Background: an optimization exercise with open tools, aiming at small area. Do not read the settings as production practice.
At most, simulation tests tie the RTL to the original design; equivalence was not proved.
The clock port is modelled as an ideal driver; clocking choices that lean on that would not hold on a real chip.
Power is estimated from default activity; no workload was simulated.

==> module led_driver, before the edit <==
module led_driver(
	input CLK,
	input RST,
	output LED_R,
	output LED_G,
	output LED_B,
	output VAL_CLK,
	output PWM_CLK
);
	reg [4:0] ps;
	reg [2:0] lo;
	reg [2:0] hq;
	reg [4:0] hy;
	reg [3:0] g;
	reg [2:0] k;
	reg [4:0] x;
	wire tick = ~ps[3] & ~ps[1] & ~ps[0];
	wire last = hq[2] & hq[0] & lo[2] & lo[1];
	wire fend = tick & last;
	wire hinc = tick & (&lo);
	wire step = fend & g[3] & ~g[2] & g[0];    
	assign PWM_CLK = last;
	assign VAL_CLK = g[3] & ~g[0];               
	always @(posedge CLK) begin
		if (RST) begin
			ps <= 5'd2;
			lo <= 3'd7;
			hq <= 3'd0;
			hy <= 5'd31;
			g <= 4'd15;
			k <= 3'd2;
			x <= 5'd0;
		end else begin
			ps <= tick ? 5'd2 : {ps[3:0], ps[4] ^ ps[1]};
			if (tick)
				lo <= lo + 3'd1;
			if (fend) begin
				hq <= 3'd0;
				hy <= 5'd31;
			end else if (hinc) begin
				if (&hy) begin
					hy <= 5'd1;
					hq <= {hq[2] | (hq[1] & hq[0]), hq[1] ^ hq[0], ~hq[0]};    
				end else
					hy <= hy + 5'd1;
			end
			if (fend)
				g <= {g[3] ? ~g[0] : &g[2:0], ~g[3] & (g[2] ^ (g[1] & g[0])), ~g[3] & (g[1] ^ g[0]), ~g[0]};
			if (step) begin
				if (x[4] & x[3] & x[2] & x[1]) begin
					x <= 5'd0;
					k <= k + 3'd1;
				end else
					x <= x + 5'd1;
			end
		end
	end
	wire ya = hy <= x;         
	wire yb = hy <= ~x;        
	function led;
		input [2:0] m;
		input [2:0] hq;
		input ya, yb;
		reg [2:0] t;
		begin
			t = {1'b0, m[1:0] ^ {2{m[2]}}} + (m[2] ? yb : ya);
			led = hq[2] ? ~hq[0] & t[2] : ({1'b0, hq[1:0]} <= t);
		end
	endfunction
	assign LED_R = led(k - 3'd1, hq, ya, yb);
	assign LED_G = led(k, hq, ya, yb);
	assign LED_B = led(k + 3'd1, hq, ya, yb);
endmodule
Settings: LEC_CHECK=0, CAP_MARGIN=20, CORE_MARGIN=2, CORE_UTILIZATION=40, SLEW_MARGIN=20; clock period 10.0 ns.
standard.sh (not shown) runs the stock make flow with config.mk's settings and CLKGATE_MAP_FILE= SYNTH_SCRIPT=/design/flow/synth_recipe.tcl, a recipe that flattens the netlist after the stock synthesis.
==> flow/flow/run.sh <==
#!/bin/bash
# Layout flow: the standard flow (standard.sh), with these changes:
#  - ports buffered with the smallest buffer (buf_1)
set -euo pipefail
W=$(pwd)
mkdir -p "$W/abc"
n=0
for seed in $(seq 1 32); do
  n=$((n + 1))
  if [ $seed -le 24 ]; then map='dch
amap'; else map='amap'; fi
  printf 'strash\n&get -n\n&deepsyn -I 1 -J 200 -S %s\n&put\n%s\ntopo\n' $((seed > 24 ? seed - 24 : seed)) "$map" > "$W/abc/area$n.abc"
done
cat > "$W/area_synth.tcl" <<EOT
# synth_recipe.tcl, with the ABC run replaced by the best of the runs in $W/abc
proc abc {args} {
  set dir $W/abc
  set lib {}
  set i [lsearch -exact \$args -liberty]
  if { \$i >= 0 } { set lib [lindex \$args [expr {\$i + 1}]] }
  set i [lsearch -exact \$args -script]
  yosys write_rtlil \$dir/pre_abc.il
  set runs [lsort -dictionary [glob \$dir/area*.abc]]
  set f [open \$dir/jobs.txt w]
  foreach s \$runs {
    set r [file rootname \$s]
    set y [open \$r.ys w]
    puts \$y "read_rtlil \$dir/pre_abc.il"
    puts \$y "abc [join [lreplace \$args \$i [expr {\$i + 1}] -script \$s] { }]"
    puts \$y "tee -q -o \$r.area stat -liberty \$lib"
    close \$y
    puts \$f "\$::env(YOSYS_EXE) -q -l \$r.log -s \$r.ys"
  }
  close \$f
  exec bash -c "xargs -P 4 -I CMD bash -c CMD < \$dir/jobs.txt > \$dir/jobs.log 2>&1 || true"
  set best {}
  foreach s \$runs {
    set r [file rootname \$s]
    if { [catch { set h [open \$r.area]; set t [read \$h]; close \$h }] } { continue }
    if { ![regexp {Chip area for module[^:]*: *([0-9.]+)} \$t -> a] } { continue }
    puts "ABC candidate [file tail \$s]: area \$a"
    if { \$best eq {} || \$a < \$best } { set best \$a; set bests \$s }
  }
  if { \$best eq {} } { set bests [lindex \$runs 0] }
  puts "ABC best candidate [file tail \$bests]: area \$best"
  yosys abc {*}[lreplace \$args \$i [expr {\$i + 1}] -script \$bests]
}
source $W/synth_recipe.tcl
EOT
cat > "$W/clkslew.tcl" <<EOT
source \$::env(SCRIPTS_DIR)/load.tcl
load_design 6_final.odb 6_final.sdc
read_spef \$::env(RESULTS_DIR)/6_final.spef
set_propagated_clock [all_clocks]
set mx 0
foreach p [get_pins -hier */CLK] { set s [get_property \$p slew_max]; if { \$s > \$mx } { set mx \$s } }
set f [open $W/clkslew.txt w]; puts \$f \$mx; close \$f
EOT
targets=finish
for cell in buf_12 clkbuf_16 buf_16; do
  export FLOW_CLKBUF=sky130_fd_sc_hd__$cell
  bash standard.sh SYNTH_SCRIPT="$W/area_synth.tcl" ADDER_MAP_FILE= \
    "BUFFER_PORTS_ARGS=-buffer_cell sky130_fd_sc_hd__buf_1" \
    "PRE_CTS_TCL=$W/flow/clkbuf.tcl" "CTS_ARGS=-clk_nets CLK" \
    $targets >> "$W/standard.log" 2>&1
  bash standard.sh RUN_SCRIPT="$W/clkslew.tcl" run > "$W/clkslew_$cell.log" 2>&1
  slew=$(cat "$W/clkslew.txt")
  echo "clock buffer $cell: largest clock pin slew $slew ns" >> "$W/standard.log"
  if awk -v s="$slew" 'BEGIN { exit !(s < 0.118) }'; then break; fi
  cp -r "$W/orfs/logs" "$W/logs_$cell"   # keep this try's logs; the next try cleans them
  targets="clean_cts clean_route clean_finish finish"
done
Other scripts of this flow, unchanged in this note and not shown: flow/flow/clkbuf.tcl
Next try:
--- a/flow/design.v
+++ b/flow/design.v
@@ -40,12 +40,12 @@
 			end else if (hinc) begin
 				if (&hy) begin
 					hy <= 5'd1;
-					hq <= {hq[2] | (hq[1] & hq[0]), hq[1] ^ hq[0], ~hq[0]};    
+					hq <= hq + 3'd1;
 				end else
 					hy <= hy + 5'd1;
 			end
 			if (fend)
-				g <= {g[3] ? ~g[0] : &g[2:0], ~g[3] & (g[2] ^ (g[1] & g[0])), ~g[3] & (g[1] ^ g[0]), ~g[0]};
+				g <= (g[3] & g[0] & ~g[2]) ? 4'd0 : g + 4'd1;
 			if (step) begin
 				if (x[4] & x[3] & x[2] & x[1]) begin
 					x <= 5'd0;
@@ -61,10 +61,10 @@
 		input [2:0] m;
 		input [2:0] hq;
 		input ya, yb;
-		reg [2:0] t;
+		reg [2:0] qs;
 		begin
-			t = {1'b0, m[1:0] ^ {2{m[2]}}} + (m[2] ? yb : ya);
-			led = hq[2] ? ~hq[0] & t[2] : ({1'b0, hq[1:0]} <= t);
+			qs = {1'b0, m[1:0] ^ {2{m[2]}}};
+			led = hq <= qs + (m[2] ? yb : ya);
 		end
 	endfunction
 	assign LED_R = led(k - 3'd1, hq, ya, yb);
=> The new run passed the timing, DRC and antenna checks. Die area barely changes. Synthesized cell count came out higher by 2.5%. Setup slack is worse by 0.086 ns. Final area hardly moves. Final cell count goes up by 2.0%. Core utilization is about the same. Total power decreases by 1.3%. Clock skew rose by 0.0072 ns. Maximum frequency shrinks by 2.2%. Via count goes down by 1.8%. Global-route usage shrinks by 1.1 points. Area after synthesis hardly moves.
No functional check of the RTL was part of the first run of this note.

---

Setup of rev 12:
The RTL this note starts from:
==> flow/design.v <==
module led_driver(
	input CLK,
	input RST,
	output LED_R,
	output LED_G,
	output LED_B,
	output VAL_CLK,
	output PWM_CLK
);
	reg [4:0] ps;
	reg [2:0] lo;
	reg [2:0] hq;
	reg [4:0] hy;
	reg [3:0] g;
	reg [3:0] k;
	reg [4:0] x;
	wire tick = ~ps[3] & ~ps[1] & ~ps[0];
	wire last = hq[2] & hq[0] & lo[2] & lo[1];
	wire fend = tick & last;
	wire hinc = tick & (&lo);
	wire step = fend & g[3] & ~g[2] & g[0];    
	assign PWM_CLK = last;
	assign VAL_CLK = g[3] & ~g[0];               
	always @(posedge CLK) begin
		if (RST) begin
			ps <= 5'd2;
			lo <= 3'd7;
			hq <= 3'd0;
			hy <= 5'd31;
			g <= 4'd15;
			k <= 4'd0;
			x <= 5'd0;
		end else begin
			ps <= tick ? 5'd2 : {ps[3:0], ps[4] ^ ps[1]};
			if (tick)
				lo <= lo + 3'd1;
			if (fend) begin
				hq <= 3'd0;
				hy <= 5'd31;
			end else if (hinc) begin
				if (&hy) begin
					hy <= 5'd1;
					hq <= hq + 3'd1;
				end else
					hy <= hy + 5'd1;
			end
			if (fend)
				g <= (g[3] & g[0] & ~g[2]) ? 4'd0 : g + 4'd1;
			if (step) begin
				if (x[4] & x[3] & x[2] & x[1]) begin
					x <= 5'd0;
					k <= {k[2:0], ~k[3]};
				end else
					x <= x + 5'd1;
			end
		end
	end
	wire ya = hy <= x;         
	wire yb = hy <= ~x;        
	function led;
		input [3:0] b;
		input [2:0] hq;
		input ya, yb;
		reg [2:0] qs;
		begin
			qs = b[0] + b[1] + b[2];
			led = (hq <= qs) | ((hq == qs + 3'd1) & (b[3] ? yb : ya));
		end
	endfunction
	wire [3:0] m1 = {k[2:0], ~k[3]};
	wire [3:0] m2 = {m1[2:0], ~m1[3]};
	wire [3:0] m3 = {m2[2:0], ~m2[3]};
	assign LED_R = led(m1, hq, ya, yb);
	assign LED_G = led(m2, hq, ya, yb);
	assign LED_B = led(m3, hq, ya, yb);
endmodule
clock: 10.0 ns
lec_check: 0
cap_margin: 20
core_margin: 2
core_utilization: 40
slew_margin: 20
==> flow/flow/run.sh <==
#!/bin/bash
# Layout flow: the standard flow (standard.sh) with
#  - ports buffered with the smallest buffer
#  - clock tree of clkbuf_8 buffers, no dummy loads
# make's output goes to standard.log, each tool's to its log under orfs/logs.
set -euo pipefail
W=$(pwd)
for s in 1 2 3 4 5 6; do
  printf 'strash\n&get -n\n&deepsyn -T 30 -S %s\n&put\n%s\ntopo\n' $s \
    "$([ $((s % 2)) = 0 ] && echo 'dch -f
amap' || echo amap)" > "$W/area$s.abc"
done
cat > "$W/area_synth.tcl" <<EOT
# synth_recipe.tcl, with each ABC run replaced by the best of several area-only runs
proc abc {args} {
  set lib {}
  set i [lsearch -exact \$args -liberty]
  if { \$i >= 0 } { set lib [lindex \$args [expr {\$i + 1}]] }
  set i [lsearch -exact \$args -script]
  yosys design -save my_pre_abc
  set best {}
  foreach s {1 2 3 4 5 6} {
    yosys design -load my_pre_abc
    yosys abc {*}[lreplace \$args \$i [expr {\$i + 1}] -script $W/area\$s.abc]
    yosys tee -q -o $W/abc_area\$s.txt stat -liberty \$lib
    set f [open $W/abc_area\$s.txt]; set t [read \$f]; close \$f
    regexp {Chip area for module[^:]*: *([0-9.]+)} \$t -> a
    puts "ABC run \$s: area \$a"
    if { \$best eq {} || \$a < \$best } { set best \$a; yosys design -save my_best_abc }
  }
  yosys design -load my_best_abc
  puts "ABC best area \$best"
}
source $W/synth_recipe.tcl
EOT
bash standard.sh SYNTH_SCRIPT="$W/area_synth.tcl" ADDER_MAP_FILE= \
  "BUFFER_PORTS_ARGS=-buffer_cell sky130_fd_sc_hd__buf_1" \
  "CTS_ARGS=-sink_clustering_enable -repair_clock_nets -buf_list sky130_fd_sc_hd__clkbuf_8 -dont_use_dummy_load" \
  finish > "$W/standard.log" 2>&1
Inputs modified between rev 12 and rev 13:
==> flow/design.v <==
module led_driver(
	input CLK,
	input RST,
	output LED_R,
	output LED_G,
	output LED_B,
	output VAL_CLK,
	output PWM_CLK
);
	reg [4:0] ps;
	reg [2:0] lo;
	reg [2:0] hq;
	reg [4:0] hy;
	reg [3:0] g;
	reg [2:0] k;
	reg [4:0] x;
	wire tick = ~ps[3] & ~ps[1] & ~ps[0];
	wire last = hq[2] & hq[0] & lo[2] & lo[1];
	wire fend = tick & last;
	wire hinc = tick & (&lo);
	wire step = fend & g[3] & ~g[2] & g[0];    
	assign PWM_CLK = last;
	assign VAL_CLK = g[3] & ~g[0];               
	always @(posedge CLK) begin
		if (RST) begin
			ps <= 5'd2;
			lo <= 3'd7;
			hq <= 3'd0;
			hy <= 5'd31;
			g <= 4'd15;
			k <= 3'd0;
			x <= 5'd0;
		end else begin
			ps <= tick ? 5'd2 : {ps[3:0], ps[4] ^ ps[1]};
			if (tick)
				lo <= lo + 3'd1;
			if (fend) begin
				hq <= 3'd0;
				hy <= 5'd31;
			end else if (hinc) begin
				if (&hy) begin
					hy <= 5'd1;
					hq <= hq + 3'd1;
				end else
					hy <= hy + 5'd1;
			end
			if (fend)
				g <= (g[3] & g[0] & ~g[2]) ? 4'd0 : g + 4'd1;
			if (step) begin
				if (x[4] & x[3] & x[2] & x[1]) begin
					x <= 5'd0;
					k <= k + 3'd1;
				end else
					x <= x + 5'd1;
			end
		end
	end
	wire ya = hy <= x;         
	wire yb = hy <= ~x;        
	function led;
		input [2:0] m;
		input [2:0] hq;
		input ya, yb;
		reg [2:0] qs;
		begin
			qs = {1'b0, m[1:0] ^ {2{m[2]}}};
			led = (hq <= qs) | ((hq == qs + 3'd1) & (m[2] ? yb : ya));
		end
	endfunction
	assign LED_R = led(k + 3'd1, hq, ya, yb);
	assign LED_G = led(k + 3'd2, hq, ya, yb);
	assign LED_B = led(k + 3'd3, hq, ya, yb);
endmodule
==> run summary <==
Rev 13 completed; timing, DRC and antenna clean. Rev 13 against rev 12: final worst slack fell by 0.90 ns; global-route wire length before repair -7.6%; layout cell share with drive strength beyond 1 decreased 1.1 points. Comparing rev 12 and rev 13, the lower final clock period utilization by the worst path is on rev 12. Relative to rev 12, power share of the combinational group increased by 0.4 points in rev 13.
The RTL of rev 12 was laid out without a check of its function.

## port drivers added, routing unchanged
How much do the figures lean on ideal ports? The routed layouts below were timed once more, with nothing changed but the port constraints.
Step 1 sets driving cells, clkbuf_16 on the clock port and buf_2 on the other inputs (assumed; they add their load-dependent delay and slew).
Step 2 moves the port delays by t, midway between the first and last clock arrival at a register: inputs arrive t later, outputs are due t later. That takes back most of the time a late clock gives input paths.
Three values: ideal, step 1, step 2; two values: the first two.
| run | shift t [ns] | setup WS [ns] | cell pins on the clock port's net |
|---|---|---|---|
| the first run of note 1 | 0.166 | 6.154 / 6.125 / 6.291 | 1 |
| the second run of note 1 | 0.167 | 6.068 / 6.039 / 6.205 | 1 |
| rev 12 | 0.297 | 6.082 / 6.059 / 6.356 | 1 |
| rev 13 | 0.293 | 5.186 / 5.162 / 5.456 | 1 |
After both steps every run listed still meets setup and hold.
